What follows belongs to an exercise in optimizing a design on an open flow for a short achievable clock period and few clock cycles; a production flow would make more cautious choices. The RTL was checked by simulation tests, not by an equivalence proof against the original design. Power figures rest on the tool's default switching activity, not on a simulated workload.

==> design.v <==
module y86_pipe(clk, rst, pc, instr, dmem_addr, dmem_wdata, dmem_we, dmem_rdata, stat,
    register_memory0 , register_memory1 , register_memory2 ,register_memory3 , register_memory4 , register_memory5 ,register_memory6 ,register_memory7 ,register_memory8 , register_memory9 , register_memory10 ,register_memory11 , register_memory12 , register_memory13 , register_memory14);
    input clk;
    input rst;
    output [63:0] pc;
    input [79:0] instr;           
    output [63:0] dmem_addr;
    output [63:0] dmem_wdata;
    output dmem_we;
    input [63:0] dmem_rdata;
    output [3:0] stat;
    output signed [63:0] register_memory0 , register_memory1 , register_memory2 ,register_memory3 , register_memory4 , register_memory5 ,register_memory6 ,register_memory7 ,register_memory8 , register_memory9 , register_memory10 ,register_memory11 , register_memory12 , register_memory13 , register_memory14;
    localparam RNONE = 4'hF;
    localparam RSP = 4'd4;
    localparam RASW = 16;                 
    reg [63:0] R [0:14];                  
    reg [63:0] PC;                        
    reg [RASW-1:0] ras [0:7];             
    reg [79:0] X_ins;
    reg X_halt, X_cmov, X_irm, X_rm, X_mr, X_op, X_call, X_ret, X_push, X_pop;
    reg [3:0]  X_srcA, X_srcB;
    reg [1:0]  X_fA, X_fB;                
    reg        X_ldA, X_ldB;              
    reg [15:0] Y_ins;                     
    reg Y_cmov, Y_op, Y_ret, Y_push, Y_pop;
    reg [3:0]  Y_srcA, Y_srcB;
    reg [1:0]  Y_fA, Y_fB;
    reg [63:0] X_pc9;                     
    reg [RASW-1:0] X_pred;                
    reg [2:0]  CC;                        
    reg        M_we, M_isret;
    reg [14:0] M_enE1, M_enE2, M_enM;     
    reg [63:0] M_addr, M_wdata, M_valE1, M_valE2;
    reg [RASW-1:0] M_pred;
    reg [2:0]  M_cc;
    reg        W_retbad;
    reg [63:0] W_valM;
    reg [2:0]  W_cc;
    reg        S_aok, S_hlt;              
    assign pc = PC;
    assign dmem_addr = M_addr;
    assign dmem_wdata = M_wdata;
    assign dmem_we = M_we;
    assign stat = {S_aok, S_hlt, 2'b00};
    assign register_memory0 = R[0];
    assign register_memory1 = R[1];
    assign register_memory2 = R[2];
    assign register_memory3 = R[3];
    assign register_memory4 = R[4];
    assign register_memory5 = R[5];
    assign register_memory6 = R[6];
    assign register_memory7 = R[7];
    assign register_memory8 = R[8];
    assign register_memory9 = R[9];
    assign register_memory10 = R[10];
    assign register_memory11 = R[11];
    assign register_memory12 = R[12];
    assign register_memory13 = R[13];
    assign register_memory14 = R[14];
    wire redirect = W_retbad;
    function cond;
        input [3:0] f;
        input [2:0] cc;
        reg zf, sf, of;
        begin
            zf = cc[0]; sf = cc[1]; of = cc[2];
            case (f)
                4'h0: cond = 1'b1;
                4'h1: cond = (sf ^ of) | zf;
                4'h2: cond = sf ^ of;
                4'h3: cond = zf;
                4'h4: cond = ~zf;
                4'h5: cond = ~(sf ^ of);
                4'h6: cond = ~(sf ^ of) & ~zf;
                default: cond = 1'b0;
            endcase
        end
    endfunction
    function [14:0] onehot;
        input [3:0] r;
        integer k;
        begin
            for (k = 0; k < 15; k = k + 1) onehot[k] = (r == k);
        end
    endfunction
    function [66:0] opq;
        input [1:0] f;
        input [63:0] a, b;
        reg [63:0] s, d, r;
        reg of, zf;
        begin
            s = a + b;
            d = a - b;
            case (f)
                2'd0: begin r = s; of = (a[63] == b[63]) & (s[63] != a[63]);
                            zf = ((a ^ b) == ((a | b) << 1)); end
                2'd1: begin r = d; of = (a[63] != b[63]) & (d[63] != a[63]);
                            zf = (a == b); end
                2'd2: begin r = a & b; of = 1'b0; zf = ((a & b) == 64'd0); end
                default: begin r = a ^ b; of = 1'b0; zf = (a == b); end
            endcase
            opq = {of, r[63], zf, r};
        end
    endfunction
    wire [3:0] x_ifun = X_ins[75:72];
    wire [3:0] x_rA   = X_ins[71:68];
    wire [3:0] x_rB   = X_ins[67:64];
    wire [63:0] x_valC = X_ins[63:0];
    wire x_stk = X_call | X_ret | X_push | X_pop;
    wire [3:0] y_ifun = Y_ins[11:8];
    wire [3:0] y_rA   = Y_ins[7:4];
    wire [3:0] y_rB   = Y_ins[3:0];
    wire y_stk = Y_ret | Y_push | Y_pop;
    wire y_any = Y_cmov | Y_op | y_stk;
    wire stall = (X_ldA & ~(X_rm | X_push | X_cmov)) | X_ldB;
    reg        M_jp;
    reg [2:0]  M_jf;
    reg        M_jdir;
    reg [16:0] M_jalt;
    wire mredirect = M_jp & ~redirect & (cond({1'b0, M_jf}, CC) != M_jdir);
    wire x_go = ~stall & ~redirect & ~mredirect;    
    function [63:0] operand;
        input [1:0] f;
        input [3:0] s;
        begin
            if (f[1]) operand = M_valE2;
            else if (f[0]) operand = M_valE1;
            else if (s == RNONE) operand = 64'd0;
            else operand = R[s];
        end
    endfunction
    wire [63:0] valA = operand(X_fA, X_srcA);
    wire [63:0] valB = operand(X_fB, X_srcB);
    wire x_cnd = cond(x_ifun, CC);
    wire [66:0] op1 = opq(x_ifun[1:0], valA, valB);
    wire [2:0] flags1 = op1[66:64];
    wire [63:0] b_plus_c = valB + x_valC;
    wire [63:0] b_inc = valB + 64'd1;
    wire [63:0] b_dec = valB - 64'd1;
    wire [63:0] x_valE = ({64{X_op}} & op1[63:0])
                       | ({64{X_rm | X_mr}} & b_plus_c)
                       | ({64{X_call | X_push}} & b_dec)
                       | ({64{X_ret | X_pop}} & b_inc)
                       | ({64{X_irm}} & x_valC)
                       | ({64{X_cmov}} & valA);
    wire [3:0] x_destE = (X_irm | X_op | (X_cmov & x_cnd)) ? x_rB : x_stk ? RSP : RNONE;
    wire [3:0] x_destM = (X_mr | X_pop) ? x_rA : RNONE;
    wire [2:0] cc_mid = X_op ? flags1 : CC;
    wire chA = (x_destE != RNONE) & (Y_srcA == x_destE);
    wire [63:0] valA2 = operand(Y_fA, Y_srcA);
    wire [63:0] valB2 = operand(Y_fB, Y_srcB);
    wire [63:0] movA2 = chA ? x_valE : valA2;
    wire y_cnd = cond(y_ifun, cc_mid);
    wire [66:0] op2 = opq(y_ifun[1:0], valA2, valB2);
    wire [2:0] flags2 = op2[66:64];
    wire [63:0] b2_inc = valB2 + 64'd1;
    wire [63:0] b2_dec = valB2 - 64'd1;
    wire [63:0] y_valE = ({64{Y_op}} & op2[63:0])
                       | ({64{Y_push}} & b2_dec)
                       | ({64{Y_ret | Y_pop}} & b2_inc)
                       | ({64{Y_cmov}} & movA2);
    wire [3:0] y_destE = (Y_op | (Y_cmov & y_cnd)) ? y_rB : y_stk ? RSP : RNONE;
    wire [3:0] y_destM = Y_pop ? y_rA : RNONE;
    wire y_mem = Y_ret | Y_push | Y_pop;
    wire [63:0] x_addr = (X_ret | X_pop) ? valB : (X_rm | X_mr | X_call | X_push) ? x_valE
                       : (Y_ret | Y_pop) ? valB2 : b2_dec;
    wire x_store = X_rm | X_call | X_push | Y_push;
    wire [63:0] x_wdata = X_call ? X_pc9 : X_ldA ? dmem_rdata : (X_rm | X_push) ? valA : movA2;
    wire [3:0] x_destMe = y_mem ? y_destM : x_destM;
    wire x_setcc1 = X_op & ~stall;
    wire x_setcc2 = Y_op & ~stall;
    wire [2:0] cc_now = x_setcc2 ? flags2 : x_setcc1 ? flags1 : CC;
    wire retbad = M_isret & (dmem_rdata != {{(64-RASW){1'b0}}, M_pred});
    wire [3:0] f_icode = instr[79:76];
    wire [3:0] f_ifun  = instr[75:72];
    wire [3:0] f_rA    = instr[71:68];
    wire [3:0] f_rB    = instr[67:64];
    wire [63:0] f_valC = instr[71:8];
    wire [3:0] g_icode = instr[63:60];    
    wire [3:0] g_rA    = instr[55:52];
    wire [3:0] g_rB    = instr[51:48];
    wire f_halt = f_icode == 4'h0;
    wire f_cmov = f_icode == 4'h2;
    wire f_irm  = f_icode == 4'h3;
    wire f_rm   = f_icode == 4'h4;
    wire f_mr   = f_icode == 4'h5;
    wire f_op   = f_icode == 4'h6;
    wire f_jxx  = f_icode == 4'h7;
    wire f_call = f_icode == 4'h8;
    wire f_ret  = f_icode == 4'h9;
    wire f_push = f_icode == 4'hA;
    wire f_pop  = f_icode == 4'hB;
    wire g_nop  = g_icode == 4'h1;
    wire g_cmov = g_icode == 4'h2;
    wire g_op   = g_icode == 4'h6;
    wire g_ret  = g_icode == 4'h9;
    wire g_push = g_icode == 4'hA;
    wire g_pop  = g_icode == 4'hB;
    wire [3:0] f_srcA = (f_cmov | f_rm | f_op | f_push) ? f_rA : RNONE;
    wire [3:0] f_srcB = (f_rm | f_mr | f_op) ? f_rB : (f_call | f_ret | f_push | f_pop) ? RSP : RNONE;
    wire [3:0] g_srcA = (g_cmov | g_op | g_push) ? g_rA : RNONE;
    wire [3:0] g_srcB = g_op ? g_rB : (g_ret | g_push | g_pop) ? RSP : RNONE;
    wire [3:0] n_E1 = x_go ? x_destE : RNONE;
    wire [3:0] n_E2 = x_go ? y_destE : RNONE;
    wire [3:0] n_M = x_go ? x_destMe : RNONE;
    wire n_M2 = y_mem;                    
    function [2:0] fwdsel;
        input [3:0] s;
        reg hM2, hE2, hM1, hE1;
        begin
            hM2 = (s != RNONE) & (s == n_M) & n_M2;
            hE2 = (s != RNONE) & (s == n_E2);
            hM1 = (s != RNONE) & (s == n_M) & ~n_M2;
            hE1 = (s != RNONE) & (s == n_E1);
            fwdsel = {hM2 | (hM1 & ~hE2), hE2 & ~hM2, hE1 & ~hM2 & ~hE2 & ~hM1};
        end
    endfunction
    wire [2:0] sA = fwdsel(f_srcA);
    wire [2:0] sB = fwdsel(f_srcB);
    wire [2:0] tA = fwdsel(g_srcA);
    wire [2:0] tB = fwdsel(g_srcB);
    wire g_stk = g_ret | g_push | g_pop;
    wire ld_blk = (n_M != RNONE) & ((f_rA == n_M) | (f_rB == n_M) | (g_rA == n_M) | (g_rB == n_M)
                                    | (g_stk & (n_M == RSP)));
    wire f_pair = (f_cmov | f_op)
                & (g_nop | g_cmov | g_op | g_stk)
                & ~(g_op & ((g_rA == f_rB) | (g_rB == f_rB)))
                & ~(g_stk & (f_rB == RSP))
                & ~ld_blk;
    wire [63:0] pc1 = PC + 64'd1;
    wire [63:0] pc2 = PC + 64'd2;
    wire [63:0] pc3 = PC + 64'd3;
    wire [63:0] pc4 = PC + 64'd4;
    wire [63:0] pc9 = PC + 64'd9;
    wire [63:0] pc10 = PC + 64'd10;
    wire [63:0] pc11 = PC + 64'd11;
    wire [63:0] pc12 = PC + 64'd12;
    wire [63:0] pc13 = PC + 64'd13;
    wire [63:0] pc19 = PC + 64'd19;
    wire [7:0] cnd_vec;
    genvar gi;
    generate for (gi = 0; gi < 8; gi = gi + 1) begin : g_cnd
        assign cnd_vec[gi] = cond(gi, CC);
    end endgenerate
    wire xop = X_op | Y_op;
    wire f_spred = ~((f_ifun[2:0] == 3'd2) | (f_ifun[2:0] == 3'd3));
    wire f_take = xop ? f_spred : cnd_vec[f_ifun[2:0]];
    wire f_jv = f_jxx & xop & (f_ifun != 4'd0);
    wire s_same = f_halt;
    wire s_p1 = ~(f_halt | f_cmov | f_irm | f_rm | f_mr | f_op | f_jxx | f_call | f_ret | f_push | f_pop);
    wire s_p2 = (f_cmov | f_op | f_push | f_pop) & ~f_pair;
    wire s_p3 = f_pair & g_nop;
    wire s_p4 = f_pair & (g_cmov | g_op | g_push | g_pop);
    wire s_p10 = f_irm | f_rm | f_mr;
    wire s_p9 = f_jxx & ~f_take;
    wire s_c = f_call | (f_jxx & f_take);
    wire s_ras = f_ret | (f_pair & g_ret);
    wire [RASW-1:0] ras_top = (X_call & x_go) ? X_pc9[RASW-1:0] : ((X_ret | Y_ret) & x_go) ? ras[1] : ras[0];
    wire [4:0] gsel = {s_p10, s_p4, s_p3, s_p2, s_p1};
    wire f_setcc = f_op | (f_pair & g_op);
    localparam NJ = 8;
    reg        jc_v [0:NJ-1];
    reg [15:0] jc_a [0:NJ-1];             
    reg [4:0]  jc_g [0:NJ-1];             
    reg        jc_op [0:NJ-1];            
    reg [15:0] jc_t [0:NJ-1];             
    reg [2:0]  jc_f [0:NJ-1];             
    reg        jc_h [0:NJ-1];             
    reg [2:0]  jc_ptr;                    
    wire pc_lo = PC[63:16] == 48'd0;
    reg [4:0]  jf_hit, jf_op, jf_h;
    reg [15:0] jf_t [0:4];
    reg [2:0]  jf_f [0:4];
    integer j, k;
    always @(*) begin
        for (k = 0; k < 5; k = k + 1) begin
            jf_hit[k] = 1'b0; jf_op[k] = 1'b0; jf_h[k] = 1'b0; jf_t[k] = 16'd0; jf_f[k] = 3'd0;
            for (j = 0; j < NJ; j = j + 1)
                if (jc_v[j] & pc_lo & (jc_a[j] == PC[15:0]) & jc_g[j][k]) begin
                    jf_hit[k] = 1'b1; jf_op[k] = jc_op[j]; jf_h[k] = jc_h[j];
                    jf_t[k] = jc_t[j]; jf_f[k] = jc_f[j];
                end
        end
    end
    wire [63:0] ft [0:4];                 
    assign ft[0] = pc10;
    assign ft[1] = pc11;
    assign ft[2] = pc12;
    assign ft[3] = pc13;
    assign ft[4] = pc19;
    wire [63:0] seqn [0:4];               
    assign seqn[0] = pc1;
    assign seqn[1] = pc2;
    assign seqn[2] = pc3;
    assign seqn[3] = pc4;
    assign seqn[4] = pc10;
    wire [63:0] cand [0:4];
    wire [4:0] jtake, needp;
    genvar gk;
    generate for (gk = 0; gk < 5; gk = gk + 1) begin : g_fold
        assign needp[gk] = (jf_op[gk] | xop) & (jf_f[gk] != 3'd0);
        assign jtake[gk] = needp[gk] ? jf_h[gk] : cnd_vec[jf_f[gk]];
        assign cand[gk] = ~jf_hit[gk] ? seqn[gk] : jtake[gk] ? {48'd0, jf_t[gk]} : ft[gk];
    end endgenerate
    wire [4:0] gfold = gsel & jf_hit;
    wire fold = |gfold;
    wire fold_pred = |(gfold & needp & jf_op);      
    wire fold_predx = |(gfold & needp & ~jf_op);    
    wire [63:0] next1 = ({64{s_same}} & PC) | ({64{s_p1}} & cand[0])
                      | ({64{f_cmov | f_op | f_push | f_pop}} & cand[1])
                      | ({64{s_p10}} & cand[4]) | ({64{s_p9}} & pc9) | ({64{s_c}} & f_valC)
                      | ({64{f_ret}} & {{(64-RASW){1'b0}}, ras_top});
    wire [63:0] next2 = g_nop ? cand[2] : g_ret ? {{(64-RASW){1'b0}}, ras_top} : cand[3];
    wire [63:0] f_next = f_pair ? next2 : next1;
    reg        X_jp;                      
    reg [4:0]  X_jk;                      
    reg [16:0] X_altk [0:4];              
    reg [2:0]  X_jfk [0:4];               
    reg [4:0]  X_jhk;                     
    reg [2:0]  X_jf;
    reg        X_jdir;
    reg [16:0] X_jalt;
    always @(*) begin
        X_jf = 3'd0; X_jdir = 1'b0; X_jalt = 17'd0;
        for (k = 0; k < 5; k = k + 1) begin
            X_jf = X_jf | ({3{X_jk[k]}} & X_jfk[k]);
            X_jdir = X_jdir | (X_jk[k] & X_jhk[k]);
            X_jalt = X_jalt | ({17{X_jk[k]}} & X_altk[k]);
        end
    end
    reg        X_jv;
    reg        X_jvdir;                   
    reg        X_jpx;                     
    wire xredirect = ~redirect & ~mredirect & ~stall
                   & ((X_jv & (cond(x_ifun, CC) != X_jvdir)) | (X_jpx & (cond({1'b0, X_jf}, CC) != X_jdir)));
    wire ras_push = x_go & X_call;
    wire ras_pop = x_go & (X_ret | Y_ret);
    reg        pv_v;
    reg [15:0] pv_a;
    reg [4:0]  pv_g;
    reg        pv_op;
    wire jc_ins = f_jxx & pv_v;
    reg [NJ-1:0] jc_same;
    always @(*)
        for (j = 0; j < NJ; j = j + 1)
            jc_same[j] = jc_v[j] & (jc_a[j] == pv_a) & (jc_g[j] == pv_g);
    wire jc_dup = |jc_same;
    always @(posedge clk) begin
        if (rst) begin
            for (j = 0; j < NJ; j = j + 1) jc_v[j] <= 1'b0;
            jc_ptr <= 3'd0;
            pv_v <= 1'b0;
        end else begin
            if (jc_ins) begin
                for (j = 0; j < NJ; j = j + 1)
                    if (jc_dup ? jc_same[j] : (jc_ptr == j)) begin
                        jc_v[j] <= 1'b1;
                        jc_a[j] <= pv_a;
                        jc_g[j] <= pv_g;
                        jc_op[j] <= pv_op;
                        jc_t[j] <= f_valC[15:0];
                        jc_f[j] <= f_ifun[2:0];
                        jc_h[j] <= f_take;
                    end
                if (!jc_dup) jc_ptr <= jc_ptr + 3'd1;
            end
            if (redirect | mredirect | xredirect) pv_v <= 1'b0;
            else if (!stall) pv_v <= pc_lo & (|gsel) & ~fold;
        end
        if (!stall) begin
            pv_a <= PC[15:0];
            pv_g <= gsel;
            pv_op <= f_setcc;
        end
    end
    integer i;
    always @(posedge clk) begin
        if (rst) begin
            PC <= 64'd0;
            for (i = 0; i < 8; i = i + 1) ras[i] <= {RASW{1'b0}};
        end else begin
            if (redirect) PC <= W_valM;
            else if (mredirect) PC <= {47'd0, M_jalt};
            else if (stall) PC <= PC;
            else if (xredirect) PC <= X_jv ? (X_jvdir ? X_pc9 : X_ins[71:8]) : {47'd0, X_jalt};
            else PC <= f_next;
            if (ras_push) begin
                ras[0] <= X_pc9[RASW-1:0];
                for (i = 1; i < 8; i = i + 1) ras[i] <= ras[i-1];
            end else if (ras_pop) begin
                for (i = 0; i < 7; i = i + 1) ras[i] <= ras[i+1];
            end
        end
    end
    always @(posedge clk) begin
        if (rst | redirect | mredirect | xredirect) begin
            X_jp <= 1'b0;
            X_jpx <= 1'b0;
            X_jv <= 1'b0;
            {X_halt, X_cmov, X_irm, X_rm, X_mr, X_op, X_call, X_ret, X_push, X_pop} <= 10'd0;
            {Y_cmov, Y_op, Y_ret, Y_push, Y_pop} <= 5'd0;
            X_fA <= 2'd0;
            X_fB <= 2'd0;
            Y_fA <= 2'd0;
            Y_fB <= 2'd0;
            X_ldA <= 1'b0;
            X_ldB <= 1'b0;
        end else if (stall) begin
            X_fA <= 2'd0;
            X_fB <= 2'd0;
            X_ldA <= 1'b0;
            X_ldB <= 1'b0;
        end else begin
            X_jp <= fold_pred;
            X_jpx <= fold_predx;
            X_jv <= f_jv;
            X_jvdir <= f_spred;
            {X_halt, X_cmov, X_irm, X_rm, X_mr, X_op, X_call, X_ret, X_push, X_pop} <=
                {f_halt, f_cmov, f_irm, f_rm, f_mr, f_op, f_call, f_ret, f_push, f_pop};
            {Y_cmov, Y_op, Y_ret, Y_push, Y_pop} <=
                {5{f_pair}} & {g_cmov, g_op, g_ret, g_push, g_pop};
            X_fA <= sA[1:0];
            X_fB <= sB[1:0];
            Y_fA <= tA[1:0];
            Y_fB <= tB[1:0];
            X_ldA <= sA[2];
            X_ldB <= sB[2];
        end
        if (!stall) begin
            X_ins <= instr;
            Y_ins <= instr[63:48];
            X_srcA <= f_srcA;
            X_srcB <= f_srcB;
            Y_srcA <= g_srcA;
            Y_srcB <= g_srcB;
            X_pc9 <= pc9;
            X_pred <= ras_top;
            X_jk <= gfold & needp;
            X_jhk <= jf_h;
            for (k = 0; k < 5; k = k + 1) begin
                X_jfk[k] <= jf_f[k];
                X_altk[k] <= jf_h[k] ? ft[k][16:0] : {1'b0, jf_t[k]};
            end
        end
    end
    wire [14:0] enE2 = onehot(y_destE);
    always @(posedge clk) begin
        if (rst) begin
            CC <= 3'b000;
            M_we <= 1'b0;
            M_isret <= 1'b0;
            M_jp <= 1'b0;
            M_enE1 <= 15'd0;
            M_enE2 <= 15'd0;
            M_enM <= 15'd0;
            S_aok <= 1'b1;
            S_hlt <= 1'b0;
        end else begin
            if (redirect) CC <= W_cc;
            else if (x_go) CC <= cc_now;
            M_jp <= x_go & X_jp;
            M_we <= x_go & x_store & ~retbad & ~S_hlt;
            M_isret <= x_go & (X_ret | Y_ret);
            M_enE1 <= x_go ? onehot(x_destE) : 15'd0;
            M_enE2 <= x_go ? enE2 : 15'd0;
            M_enM <= x_go ? (onehot(x_destMe) & ~(y_mem ? 15'd0 : enE2)) : 15'd0;
            if (x_go & X_halt & ~retbad) begin
                S_aok <= 1'b0;
                S_hlt <= 1'b1;
            end
        end
        M_valE1 <= (X_cmov & X_ldA) ? dmem_rdata : x_valE;
        M_valE2 <= y_valE;
        M_addr <= x_addr;
        M_wdata <= x_wdata;
        M_pred <= X_pred;
        M_jf <= X_jf;
        M_jdir <= X_jdir;
        M_jalt <= X_jalt;
        M_cc <= Y_ret ? cc_mid : CC;
    end
    always @(posedge clk) begin
        if (rst)
            W_retbad <= 1'b0;
        else
            W_retbad <= ~redirect & retbad;
        W_valM <= dmem_rdata;
        W_cc <= M_cc;
    end
    always @(posedge clk) begin
        if (rst) begin
            R[0] <= 64'd12;
            R[1] <= 64'd10;
            R[2] <= 64'd101;
            R[3] <= 64'd3;
            R[4] <= 64'd254;
            R[5] <= 64'd50;
            R[6] <= -64'd143;
            R[7] <= 64'd10000;
            R[8] <= 64'd990000;
            R[9] <= -64'd12345;
            R[10] <= 64'd12345;
            R[11] <= 64'd10112;
            R[12] <= 64'd0;
            R[13] <= 64'd1567;
            R[14] <= 64'd8643;
        end else if (!S_hlt & !redirect) begin
            for (i = 0; i < 15; i = i + 1) begin
                if (M_enM[i]) R[i] <= dmem_rdata;
                else if (M_enE2[i]) R[i] <= M_valE2;
                else if (M_enE1[i]) R[i] <= M_valE1;
            end
        end
    end
endmodule
==> flow/run.sh <==
#!/bin/bash
# Own layout flow: the standard ORFS flow (standard.sh) unchanged, with the
# resizer's setup repair asked to leave extra slack, so that it keeps
# shortening paths beyond the design's clock period. The constraints
# (clock period, I/O delays, loads) are the design's own. Each tool's full
# output goes to ORFS's own logs under orfs/logs; make's output to make.log.
set -euo pipefail
export SETUP_SLACK_MARGIN=${SETUP_SLACK_MARGIN_OVERRIDE:-22.5}
bash standard.sh > make.log 2>&1
==> standard.sh <==
#!/bin/bash
# synth_recipe.tcl (not shown) runs the flow's synth.tcl, then flattens the netlist and writes it again
# the make line also repeats each setting of config.mk as NAME=value (left out here)
make -C /OpenROAD-flow-scripts/flow DESIGN_CONFIG=/design/flow/config.mk WORK_HOME=/design/flow/orfs CLKGATE_MAP_FILE= SYNTH_SCRIPT=/design/flow/synth_recipe.tcl "${@:-finish}"
==> config.mk <==
export PLATFORM = sky130hd
export DESIGN_NAME = y86_pipe
export DESIGN_NICKNAME = y86_pipe
export VERILOG_FILES = /design/flow/design.v
export SDC_FILE = /design/flow/constraint.sdc
export NUM_CORES = 4
export LEC_CHECK = 0
export CAP_MARGIN = 30
export CELL_PAD_IN_SITES_DETAIL_PLACEMENT = 1
export CELL_PAD_IN_SITES_GLOBAL_PLACEMENT = 2
export CORE_MARGIN = 2
export CORE_UTILIZATION = 30
export PLACE_DENSITY = 0.45
export SLEW_MARGIN = 30
==> constraint.sdc <==
create_clock -name core_clock -period 30.0 [get_ports {clk}]
set_input_delay 6.0000 -clock core_clock [delete_from_list [all_inputs] [get_ports {clk}]]
set_output_delay 6.0000 -clock core_clock [all_outputs]
set_load 0.01 [all_outputs]
==> results.toml <==
[run_status]
status = "aborted with a tool error"
lastStage = "global routing"
tool.error = "[ERROR GRT-0116] Global routing finished with congestion. Check the congestion regions in the DRC Viewer."

[logic_synthesis]
synth_cell_types = 128
synth_seq_area_share_pct = 27.1
netlist.area_leader.share_pct = 17.0
synthTopCellsByArea = "dfxtp_1 (17%), edfxtp_1 (10%), a21oi_1 (8.9%)"
synth_ff_type = "dfxtp_1"
synth-seq-cells = 2250
yosysWarnings = 14
synth_top_cell_by_area = "dfxtp_1"
netlist_instances = 25836
syn_area_sq_um = 190000
avgSynthCellArea_sq_um = 7.34
synth_edf_count = 641
synthArstFlopShare_pct = 0

[cts]
cts_hold_buf = 0
ctsHtreeMaxLevel = 5
clockBufferDepth = 4
clock-sinks = 2250
numCtsBuffers = 301
cts_root_buf = "clkbuf_16"

[die]
ioPinCount = 1303
die_h_um = 799
fp-row-count = 292
die_w_um = 799
start_util_pct = 30.1

[global_routing]
grt_pass1_vias = 277575
grt_max_degree = 90
grt_usage_pct = 69.6
grt_pass1_wl_um = 3000000
overflow = 345

[placed_design]
routabilityCongestion = 1.17
placedCellCount = 34604
port_buffers = 1300
pre_cts_slack_ps = 18010
hpwl_um = 1490000
-- stage by stage --
step / total power [W] / instance area, sq um
after floorplan: 0.00664 / 191000
after global placement: 0.00973 / 218000
after detailed placement: 0.00978 / 219000
after CTS: 0.0146 / 263000
-- power by group through the flow --
stage	logic [W]	clock network [W]	registers, W
floorplan	0.00314	0	0.00350
global placement	0.00607	0	0.00366
detailed placement	0.00611	0	0.00367
CTS	0.00703	0.00400	0.00354
-- Yosys cell counts (68+ instances only) --
master     number
ha_1          475
nor3_1        397
inv_1         572
o22ai_1       176
o211ai_1      372
nand3_1       576
nand2_1      2202
o221ai_1      214
and3_1        104
mux2i_1      1265
a211oi_1      350
a221o_1        75
o21bai_1       85
a221oi_1      333
o31ai_1        94
xnor2_1       685
nor2_1       3837
a21oi_1      3359
buf_2         122
mux2_2        243
o21a_1        119
a21o_1        132
dfxtp_1      1609
and2_1        111
a31oi_1       191
xor2_1        371
a22o_1        117
nor4_1        259
o21ai_0      1181
nand2b_1      138
nand4_1       310
buf_1         386
clkbuf_1     2024
or3_1          77
a222oi_1      263
nor2b_1       176
a22oi_1      1077
edfxtp_1      641
o2111ai_1      68
-- kinds of logic after synthesis --
kind of cell	count (synthesis)	synth area share (%)
AOI/OAI and AO/OA	8779	29.9
and+or+nand+nor	8539	20.0
buffers and inverters	3203	6.64
DFF	2250	27.1
muxes	1529	8.35
xor gates and xnor gates	1056	4.88
adders and majority gates	479	3.18
other	1	0.00198
-- layer usage --
| layer | global-route usage, % | overflow |
|---|---|---|
| met5 | 17.2 | 0 |
| met4 | 70.7 | 165 |
| met2 | 87.7 | 174 |
| met3 | 50.7 | 5 |
| met1 | 70.6 | 1 |
-- worst max path at each step --
stage	slack [ps]	endpoint	from
after CTS	22000	PC[56]$_SDFFE_PP0P_	instr[72]
after detailed placement	18010	R[8][22]$_SDFFE_PP0P_	rst
after floorplan	21600	PC[7]$_SDFFE_PP0P_	instr[74]
after global placement	17990	R[5][20]$_SDFFE_PP0P_	rst
-- what timing repair did --
item | in CTS
setup buffers | 1706
resized for setup | 11157
gates cloned | 96
setup endpoints to repair | 2567
pin swaps | 478
Testbench counts, summed over its fixed seeds: cycles 19,285.
